Background: an optimization exercise with open tools, aiming at small area and a short achievable clock period. Do not read the settings as production practice. The RTL of this run was laid out without a check of its function. Power is estimated from default activity; no workload was simulated.

[flow/config.mk]
export PLATFORM = sky130hd
export DESIGN_NAME = pow_5_pipe
export DESIGN_NICKNAME = pow_5_pipe
export VERILOG_FILES = /design/flow/design.v
export SDC_FILE = /design/flow/constraint.sdc
export NUM_CORES = 4
export LEC_CHECK = 0
export CAP_MARGIN = 20
export CORE_MARGIN = 2
export CORE_UTILIZATION = 40
export CTS_BUF_LIST = sky130_fd_sc_hd__clkbuf_4 sky130_fd_sc_hd__clkbuf_8
export CTS_CLUSTER_DIAMETER = 60
export CTS_CLUSTER_SIZE = 40
export SETUP_SLACK_MARGIN = 4.3
export SLEW_MARGIN = 20
[flow/constraint.sdc]
create_clock -name core_clock -period 6.4 [get_ports {clock}]
set_input_delay 1.2800 -clock core_clock [delete_from_list [all_inputs] [get_ports {clock}]]
set_output_delay 1.2800 -clock core_clock [all_outputs]
set_load 0.01 [all_outputs]
[flow/design.v]
module pow_5_pipe
(
    input             clock,
    input      [17:0] n,
    output reg [17:0] n_pow_5
);
    reg [17:0] n_1;
    always @(posedge clock) n_1 <= n;
    wire [5:0] a_1 = n_1[5:0];
    wire [11:0] h_1 = n_1[17:6];
    wire [63:0] f_t_dec = 64'd1 << a_1;
    wire f_t_4 = |(f_t_dec & 64'h8282282882822828);
    wire f_t_5 = |(f_t_dec & 64'hc46eec466ec446ec);
    wire f_t_6 = |(f_t_dec & 64'h604ae2e04acae048);
    wire f_t_7 = |(f_t_dec & 64'h468aec2ae6a04688);
    wire f_t_8 = |(f_t_dec & 64'hce440a0864e40880);
    wire f_t_9 = |(f_t_dec & 64'h428ecaac0e42a640);
    wire f_t_10 = |(f_t_dec & 64'h3654f0901094de70);
    wire f_t_11 = |(f_t_dec & 64'h106e786ef40a3060);
    wire f_t_12 = |(f_t_dec & 64'h561646a0b8b4c840);
    wire f_t_13 = |(f_t_dec & 64'h9c3a7c9a28c26a00);
    wire f_t_14 = |(f_t_dec & 64'h8854120cec3c1a80);
    wire f_t_15 = |(f_t_dec & 64'h2988e390f95eb700);
    wire f_t_16 = |(f_t_dec & 64'hf7b0aa4e070ab400);
    wire f_t_17 = |(f_t_dec & 64'he5c2ef3058e09800);
    wire [63:0] a1_t_dec = 64'd1 << a_1;
    wire a1_t_4 = |(a1_t_dec & 64'h6c6c6c6c6c6c6c6c);
    wire a1_t_5 = |(a1_t_dec & 64'haa00aa00aa00aa0);
    wire a1_t_6 = |(a1_t_dec & 64'h466eecc4466eecc4);
    wire a1_t_7 = |(a1_t_dec & 64'h222a02228880a888);
    wire a1_t_8 = |(a1_t_dec & 64'h9ed21c589eda3c58);
    wire a1_t_9 = |(a1_t_dec & 64'haae4e60228664480);
    wire a1_t_10 = |(a1_t_dec & 64'h103c1e7cf672f8b0);
    wire a1_t_11 = |(a1_t_dec & 64'hea60e02a4ec2e8e0);
    wire [63:0] a2_t_dec = 64'd1 << a_1;
    wire a2_t_3 = |(a2_t_dec & 64'hee44ee44ee44ee44);
    wire a2_t_4 = |(a2_t_dec & 64'he04a4ae0e04a4ae0);
    wire [31:0] h2_t_dec = 32'd1 << h_1[4:0];
    wire h2_t_3 = |(h2_t_dec & 32'h28282828);
    wire h2_t_4 = |(h2_t_dec & 32'h1ab01ab0);
    reg [5:0] a_2;
    reg [11:0] h_2;
    reg f_2_4;
    reg f_2_5;
    reg f_2_6;
    reg f_2_7;
    reg f_2_8;
    reg f_2_9;
    reg f_2_10;
    reg f_2_11;
    reg f_2_12;
    reg f_2_13;
    reg f_2_14;
    reg f_2_15;
    reg f_2_16;
    reg f_2_17;
    reg a1_2_4;
    reg a1_2_5;
    reg a1_2_6;
    reg a1_2_7;
    reg a1_2_8;
    reg a1_2_9;
    reg a1_2_10;
    reg a1_2_11;
    reg a2_2_3;
    reg a2_2_4;
    reg h2_2_3;
    reg h2_2_4;
    always @(posedge clock) begin
        a_2 <= a_1;
        h_2 <= h_1;
        f_2_4 <= f_t_4;
        f_2_5 <= f_t_5;
        f_2_6 <= f_t_6;
        f_2_7 <= f_t_7;
        f_2_8 <= f_t_8;
        f_2_9 <= f_t_9;
        f_2_10 <= f_t_10;
        f_2_11 <= f_t_11;
        f_2_12 <= f_t_12;
        f_2_13 <= f_t_13;
        f_2_14 <= f_t_14;
        f_2_15 <= f_t_15;
        f_2_16 <= f_t_16;
        f_2_17 <= f_t_17;
        a1_2_4 <= a1_t_4;
        a1_2_5 <= a1_t_5;
        a1_2_6 <= a1_t_6;
        a1_2_7 <= a1_t_7;
        a1_2_8 <= a1_t_8;
        a1_2_9 <= a1_t_9;
        a1_2_10 <= a1_t_10;
        a1_2_11 <= a1_t_11;
        a2_2_3 <= a2_t_3;
        a2_2_4 <= a2_t_4;
        h2_2_3 <= h2_t_3;
        h2_2_4 <= h2_t_4;
    end
    wire w1 = ((a_2[0] & a_2[1]));
    wire w2 = ((a_2[0] & a_2[2]));
    wire w3 = ((a_2[0] & a_2[3]));
    wire w4 = a_2[0] & h_2[0];
    wire w5 = a_2[0] & h_2[1];
    wire w6 = a_2[0] & h_2[2];
    wire w7 = a_2[0] & h_2[3];
    wire w8 = a_2[0] & h_2[4];
    wire w9 = a_2[0] & h_2[5];
    wire w10 = a_2[0] & h_2[6];
    wire w11 = a_2[0] & h_2[7];
    wire w12 = a_2[0] & h_2[8];
    wire w13 = a_2[0] & h_2[9];
    wire w14 = a_2[0] & h_2[10];
    wire w15 = a_2[0] & h_2[11];
    wire w16 = a_2[0] & h_2[0];
    wire w17 = a_2[0] & h_2[1];
    wire w18 = a_2[0] & h_2[2];
    wire w19 = a_2[0] & h_2[3];
    wire w20 = a_2[0] & h_2[4];
    wire w21 = a_2[0] & h_2[5];
    wire w22 = a_2[0] & h_2[6];
    wire w23 = a_2[0] & h_2[7];
    wire w24 = a_2[0] & h_2[8];
    wire w25 = a_2[0] & h_2[9];
    wire w26 = a1_2_4 & h_2[0];
    wire w27 = a1_2_4 & h_2[1];
    wire w28 = a1_2_4 & h_2[2];
    wire w29 = a1_2_4 & h_2[3];
    wire w30 = a1_2_4 & h_2[4];
    wire w31 = a1_2_4 & h_2[5];
    wire w32 = a1_2_4 & h_2[6];
    wire w33 = a1_2_4 & h_2[7];
    wire w34 = a1_2_5 & h_2[0];
    wire w35 = a1_2_5 & h_2[1];
    wire w36 = a1_2_5 & h_2[2];
    wire w37 = a1_2_5 & h_2[3];
    wire w38 = a1_2_5 & h_2[4];
    wire w39 = a1_2_5 & h_2[5];
    wire w40 = a1_2_5 & h_2[6];
    wire w41 = a1_2_6 & h_2[0];
    wire w42 = a1_2_6 & h_2[1];
    wire w43 = a1_2_6 & h_2[2];
    wire w44 = a1_2_6 & h_2[3];
    wire w45 = a1_2_6 & h_2[4];
    wire w46 = a1_2_6 & h_2[5];
    wire w47 = a1_2_7 & h_2[0];
    wire w48 = a1_2_7 & h_2[1];
    wire w49 = a1_2_7 & h_2[2];
    wire w50 = a1_2_7 & h_2[3];
    wire w51 = a1_2_7 & h_2[4];
    wire w52 = a1_2_8 & h_2[0];
    wire w53 = a1_2_8 & h_2[1];
    wire w54 = a1_2_8 & h_2[2];
    wire w55 = a1_2_8 & h_2[3];
    wire w56 = a1_2_9 & h_2[0];
    wire w57 = a1_2_9 & h_2[1];
    wire w58 = a1_2_9 & h_2[2];
    wire w59 = a1_2_10 & h_2[0];
    wire w60 = a1_2_10 & h_2[1];
    wire w61 = a1_2_11 & h_2[0];
    wire w62 = a_2[0] & h_2[0];
    wire w63 = ((~h_2[0] & h_2[1]));
    wire w64 = a_2[0] & w63;
    wire w65 = a_2[0] & h2_2_3;
    wire w66 = a_2[0] & h2_2_4;
    wire w67 = ((a_2[0] & a_2[1]));
    wire w68 = w67 & h_2[0];
    wire w69 = ((~h_2[0] & h_2[1]));
    wire w70 = w67 & w69;
    wire w71 = w67 & h2_2_3;
    wire w72 = ((a_2[0] & ~a_2[2]));
    wire w73 = w72 & h_2[0];
    wire w74 = ((~h_2[0] & h_2[1]));
    wire w75 = w72 & w74;
    wire w76 = a2_2_3 & h_2[0];
    wire w77 = a2_2_4 & h_2[0];
    wire w78 = f_2_8 ^ w6 ^ w16;
    wire w79 = (f_2_8 & w6) | (f_2_8 & w16) | (w6 & w16);
    wire w80 = f_2_9 ^ w7 ^ w17;
    wire w81 = (f_2_9 & w7) | (f_2_9 & w17) | (w7 & w17);
    wire w82 = f_2_10 ^ w8 ^ w18;
    wire w83 = (f_2_10 & w8) | (f_2_10 & w18) | (w8 & w18);
    wire w84 = w26 ^ w81 ^ w82;
    wire w85 = (w26 & w81) | (w26 & w82) | (w81 & w82);
    wire w86 = f_2_11 ^ w9 ^ w19;
    wire w87 = (f_2_11 & w9) | (f_2_11 & w19) | (w9 & w19);
    wire w88 = w27 ^ w34 ^ w83;
    wire w89 = (w27 & w34) | (w27 & w83) | (w34 & w83);
    wire w90 = w86 ^ w85 ^ w88;
    wire w91 = (w86 & w85) | (w86 & w88) | (w85 & w88);
    wire w92 = f_2_12 ^ w10 ^ w20;
    wire w93 = (f_2_12 & w10) | (f_2_12 & w20) | (w10 & w20);
    wire w94 = w28 ^ w35 ^ w41;
    wire w95 = (w28 & w35) | (w28 & w41) | (w35 & w41);
    wire w96 = w87 ^ w92 ^ w94;
    wire w97 = (w87 & w92) | (w87 & w94) | (w92 & w94);
    wire w98 = f_2_13 ^ w11 ^ w21;
    wire w99 = (f_2_13 & w11) | (f_2_13 & w21) | (w11 & w21);
    wire w100 = w29 ^ w36 ^ w42;
    wire w101 = (w29 & w36) | (w29 & w42) | (w36 & w42);
    wire w102 = w47 ^ w62 ^ w93;
    wire w103 = (w47 & w62) | (w47 & w93) | (w62 & w93);
    wire w104 = w95 ^ w98 ^ w100;
    wire w105 = (w95 & w98) | (w95 & w100) | (w98 & w100);
    wire w106 = f_2_14 ^ w12 ^ w22;
    wire w107 = (f_2_14 & w12) | (f_2_14 & w22) | (w12 & w22);
    wire w108 = w30 ^ w37 ^ w43;
    wire w109 = (w30 & w37) | (w30 & w43) | (w37 & w43);
    wire w110 = w48 ^ w52 ^ w68;
    wire w111 = (w48 & w52) | (w48 & w68) | (w52 & w68);
    wire w112 = w99 ^ w101 ^ w106;
    wire w113 = (w99 & w101) | (w99 & w106) | (w101 & w106);
    wire w114 = w108 ^ w110 ^ w103;
    wire w115 = (w108 & w110) | (w108 & w103) | (w110 & w103);
    wire w116 = f_2_15 ^ w13 ^ w23;
    wire w117 = (f_2_15 & w13) | (f_2_15 & w23) | (w13 & w23);
    wire w118 = w31 ^ w38 ^ w44;
    wire w119 = (w31 & w38) | (w31 & w44) | (w38 & w44);
    wire w120 = w49 ^ w53 ^ w56;
    wire w121 = (w49 & w53) | (w49 & w56) | (w53 & w56);
    wire w122 = w64 ^ w73 ^ w107;
    wire w123 = (w64 & w73) | (w64 & w107) | (w73 & w107);
    wire w124 = w109 ^ w111 ^ w116;
    wire w125 = (w109 & w111) | (w109 & w116) | (w111 & w116);
    wire w126 = w118 ^ w120 ^ w113;
    wire w127 = (w118 & w120) | (w118 & w113) | (w120 & w113);
    wire w128 = f_2_16 ^ w14 ^ w24;
    wire w129 = (f_2_16 & w14) | (f_2_16 & w24) | (w14 & w24);
    wire w130 = w32 ^ w39 ^ w45;
    wire w131 = (w32 & w39) | (w32 & w45) | (w39 & w45);
    wire w132 = w50 ^ w54 ^ w57;
    wire w133 = (w50 & w54) | (w50 & w57) | (w54 & w57);
    wire w134 = w59 ^ w65 ^ w70;
    wire w135 = (w59 & w65) | (w59 & w70) | (w65 & w70);
    wire w136 = w76 ^ w117 ^ w119;
    wire w137 = (w76 & w117) | (w76 & w119) | (w117 & w119);
    wire w138 = w121 ^ w128 ^ w130;
    wire w139 = (w121 & w128) | (w121 & w130) | (w128 & w130);
    wire w140 = w132 ^ w134 ^ w123;
    wire w141 = (w132 & w134) | (w132 & w123) | (w134 & w123);
    wire w142 = f_2_17 ^ w15 ^ w25;
    wire w143 = w33 ^ w40 ^ w46;
    wire w144 = w51 ^ w55 ^ w58;
    wire w145 = w60 ^ w61 ^ w66;
    wire w146 = w71 ^ w75 ^ w77;
    wire w147 = w129 ^ w131 ^ w133;
    wire w148 = w135 ^ w142 ^ w143;
    wire w149 = w144 ^ w145 ^ w146;
    wire w150 = w137 ^ w139 ^ w147;
    reg [36:0] t_3;
    always @(posedge clock) begin
        t_3[0] <= a_2[0];
        t_3[1] <= w1;
        t_3[2] <= w2;
        t_3[3] <= w3;
        t_3[4] <= f_2_4;
        t_3[5] <= f_2_5;
        t_3[6] <= f_2_6;
        t_3[7] <= w4;
        t_3[8] <= f_2_7;
        t_3[9] <= w5;
        t_3[10] <= w78;
        t_3[11] <= w79;
        t_3[12] <= w80;
        t_3[13] <= w84;
        t_3[14] <= w90;
        t_3[15] <= w89;
        t_3[16] <= w96;
        t_3[17] <= w91;
        t_3[18] <= w97;
        t_3[19] <= w102;
        t_3[20] <= w104;
        t_3[21] <= w105;
        t_3[22] <= w112;
        t_3[23] <= w114;
        t_3[24] <= w122;
        t_3[25] <= w124;
        t_3[26] <= w115;
        t_3[27] <= w126;
        t_3[28] <= w125;
        t_3[29] <= w136;
        t_3[30] <= w138;
        t_3[31] <= w127;
        t_3[32] <= w140;
        t_3[33] <= w148;
        t_3[34] <= w149;
        t_3[35] <= w141;
        t_3[36] <= w150;
    end
    wire w151 = t_3[15] ^ t_3[16] ^ t_3[17];
    wire w152 = (t_3[15] & t_3[16]) | (t_3[15] & t_3[17]) | (t_3[16] & t_3[17]);
    wire w153 = t_3[18] ^ t_3[19] ^ t_3[20];
    wire w154 = (t_3[18] & t_3[19]) | (t_3[18] & t_3[20]) | (t_3[19] & t_3[20]);
    wire w155 = t_3[21] ^ t_3[22] ^ t_3[23];
    wire w156 = (t_3[21] & t_3[22]) | (t_3[21] & t_3[23]) | (t_3[22] & t_3[23]);
    wire w157 = t_3[24] ^ t_3[25] ^ t_3[26];
    wire w158 = (t_3[24] & t_3[25]) | (t_3[24] & t_3[26]) | (t_3[25] & t_3[26]);
    wire w159 = t_3[27] ^ w156 ^ w157;
    wire w160 = (t_3[27] & w156) | (t_3[27] & w157) | (w156 & w157);
    wire w161 = t_3[28] ^ t_3[29] ^ t_3[30];
    wire w162 = (t_3[28] & t_3[29]) | (t_3[28] & t_3[30]) | (t_3[29] & t_3[30]);
    wire w163 = t_3[31] ^ t_3[32] ^ w158;
    wire w164 = (t_3[31] & t_3[32]) | (t_3[31] & w158) | (t_3[32] & w158);
    wire w165 = w161 ^ w160 ^ w163;
    wire w166 = (w161 & w160) | (w161 & w163) | (w160 & w163);
    wire w167 = t_3[33] ^ t_3[34] ^ t_3[35];
    wire w168 = t_3[36] ^ w162 ^ w167;
    wire w169 = w164 ^ w168 ^ w166;
    wire [11:0] s0 = {w169, w165, w159, w154, w152, w151, t_3[14], t_3[13], t_3[11], t_3[10], t_3[8], t_3[6]};
    wire [11:0] s1 = {1'b0, 1'b0, 1'b0, w155, w153, 1'b0, 1'b0, 1'b0, t_3[12], 1'b0, t_3[9], t_3[7]};
    always @(posedge clock) n_pow_5 <= {s0 + s1, t_3[5], t_3[4], t_3[3], t_3[2], t_3[1], t_3[0]};
endmodule
[flow/run.sh]
#!/bin/bash
# synth_recipe.tcl (not shown) runs the flow's synth.tcl, then flattens the netlist and writes it again
# the make line also repeats each setting of config.mk as NAME=value (left out here)
make -C /OpenROAD-flow-scripts/flow DESIGN_CONFIG=/design/flow/config.mk WORK_HOME=/design/flow/orfs CLKGATE_MAP_FILE= SYNTH_SCRIPT=/design/flow/synth_recipe.tcl finish
==> notes.md <==
[final timing paths]
kind,from,to,slack (ps),cells after the start
max,t_3[26],n_pow_5[17],4100,8
min,n_1[13],h_2[7],320,0
max reg2reg,t_3[26],n_pow_5[17],4100,8
min reg2reg,n_1[13],h_2[7],320,0
[power by group]
part / internal (mW) / leakage [nW] / total (mW) / switching, mW
sequential: 0.853 / 0.968 / 0.912 / 0.0596
combinational: 0.370 / 1.50 / 0.724 / 0.354
clock: 0.318 / 0.183 / 0.582 / 0.264
total: 1.54 / 2.65 / 2.22 / 0.677
[kinds of logic (layout without fill, tap and decap cells)]
logic type               after synthesis  after routing  share of synthesized area, %
flip-flops                           115            115                         42.26
multiplexers                           1              1                        0.2067
AND/OR/NAND/NOR                      152            152                         13.44
XOR/XNOR                              42             42                         6.752
AO/OA/AOI/OAI                        132            132                         15.27
buffers and inverters                 76            128                         5.857
adder cells (fa/ha/maj)               46             46                         16.22
[registers in the layout (all words and copies together), names as in the netlist, 4 cells and up]
register and flops:
a_2 4, h_2 12, n_1 18, n_pow_5 18, t_3 37
[through the flow]
step | instance area [um2] | instances | setup WS (ps) | total power, mW
detailed placement | 5932 | 749 | 4005 | 1.613
global route | 6427 | 792 | 4001 | 2.386
CTS | 6287 | 784 | 4052 | 2.201
floorplan | 5474 | 564 | 4104 | 1.418
global placement | 5932 | 749 | 4061 | 1.595
finish | 6427 | 792 | 4099 | 2.218
[final cells by class]
class,instances,area (um2)
Fill cell,1252,6868
Multi-Input combinational cell,373,2909
Sequential cell,115,2317
Timing Repair Buffer,56,462.9
Clock buffer,24,317.8
Tap cell,176,220.2
Inverter,43,172.7
Clock inverter,5,27.53
[what timing repair did]
action,4_1_cts,5_1_grt
pin swaps,15,11
gates resized for setup,95,26
setup endpoints to repair,25,31
setup buffers,6,8
[layout by cell type, fill, tap and decap left out, drive strengths merged, types with 2 or more instances in the layout]
cell type,instances
nor3,8
buf,38
a221oi,4
clkdlybuf4s50,18
nand4,2
o21bai,2
nand2,63
clkinvlp,4
xnor2,31
clkbuf,24
and2,26
a22o,3
o22ai,13
nor2b,8
fa,41
o31ai,3
a22oi,2
inv,40
a211oi,3
nand3,6
o21a,3
nand2b,7
nor3b,2
clkinv,4
a31oi,5
dfxtp,115
ha,5
nor4,2
a21oi,45
xor2,11
o21ai,25
o211ai,3
o221ai,3
a311oi,3
nor2,23
a21o,3
a221o,3
[layer usage]
| metal | up-vias | global-route usage (%) |
|---|---|---|
| met5 | - | 0 |
| met3 | 29 | 5.330 |
| met4 | 0 | 7.340 |
| met2 | 136 | 27.72 |
| met1 | 1939 | 22.92 |
| li1 | 1968 | - |
[critical path, cell delays in order (launching register included)]
cell and delay (ps):
dfxtp_2 330, fa_2 370, inv_2 60, fa_1 430, fa_2 490, nor2b_2 150
nand2_1 70, o31ai_2 200, xnor2_1 90
==> notes.md <==
hpwl dp=8110 um; Clock Skew=7.150 ps; Worst EP arrival=2620 ps; Final period util=35.95%; met3 routed WL=616 um; Seq cells post-synth=115; RSZ-0062 raised after global routing=yes; YS warnings=1; Seq/Total Area, Yosys=42.26%; top-count cell post-synth=dfxtp_1; DRC Markers=0; Initial Util=40.97%; drt initial violations=281; share of the synthesized area in the top cell type=42.26%; largest net degree at the start of global routing=54; worst skew pair latency=430 ps; fin util=48.34%; top cells by area, synth=dfxtp_1 42%, fa_1 15%, xnor2_1 5.0%; H-tree levels=4; core area=13300 um2; Area growth, synth to finish=17.98%; pwr dens=345.1 nW/um2; routed via count=4072; vias per cell=5.141; global-route wire length before repair=19640 um; Worst-path clk slew=60 ps; Synth Cell Area=5448 um2; Hold Slack=323.7 ps; Placer Congestion=0.9222; Post-synth top cells=115 x dfxtp_1, 62 x nand2_1, 45 x a21oi_1, 41 x fa_1, 41 x inv_1; I/O pin count=37; Setup Total Neg Slack=0 ps; CTS tree=done; top sig layer=met4; final layout net count=671; ANT cells=0; Distinct cells, synth=57; worst-margin pin slew=529.9 ps; First-pass DRT Iterations=5; PortBufs=36; CP Launch Type=register; number of buffers created by CTS=17; row cnt=42; Post-synth top flop=dfxtp_1; CP Capture Type=register; CTS Root Cell=clkbuf_8; Pleak=2.646 nW; final wirelength=12030 um; Post-synth EDFFs=0; area of the die=14570 um2; initial antenna violation count=0; critical path peak fanout=2; Max Cap Viol=0; worst vdd ir=0.0001396 V; total track usage=17.75%; CP required=6720 ps; Setup CP Type=reg -> reg; layout cells sized above 1=18.99%; Chip Height=120.7 um; met2 wire len=5780 um; Metal-1 WL=5377 um; Tightest Hold Check Type=reg -> reg; hold_buf cts=0; vias in the first global route=3837; Die Wd=120.7 um; minimum clock period=2301 ps; clock sink count=115; Post-Syn Area per Cell=9.659 um2; fin. max-slew vios=0; f_max=434.7 MHz; largest area contributor in the netlist=dfxtp_1; Syn Inst Count=564; Final Hold Viols=0; ys async rst share=0%; clock buffer depth=2; Slew HR=64.67%; # setup viols final=0; status=finished clean; total gr overflow=0; wire per inst=15.19 um; ANT nets after route=0; Mapped Nets=629

-- what the ideal ports hide --
No port has a modelled driver above. Below, the same layout with a new extraction and two added sets of constraints.
Step 1 sets driving cells, clkbuf_16 on the clock port and buf_2 on the other inputs (assumed; they add their load-dependent delay and slew).
Step 2 moves the port delays by t, midway between the first and last clock arrival at a register: inputs arrive t later, outputs are due t later. That takes back most of the time a late clock gives input paths.
a / b / c = ideal / step 1 / step 2; a / b = the first two.
t (ns): 0.460
slack for setup (ns): 4.099 / 4.099 / 4.099
hold WS [ns]: 0.324 / 0.324 / 0.324
After both steps setup and hold are still met in this run. For this run, drivers alone change the setup slack by 0.000 ns; drivers and shift together by 0.000 ns.
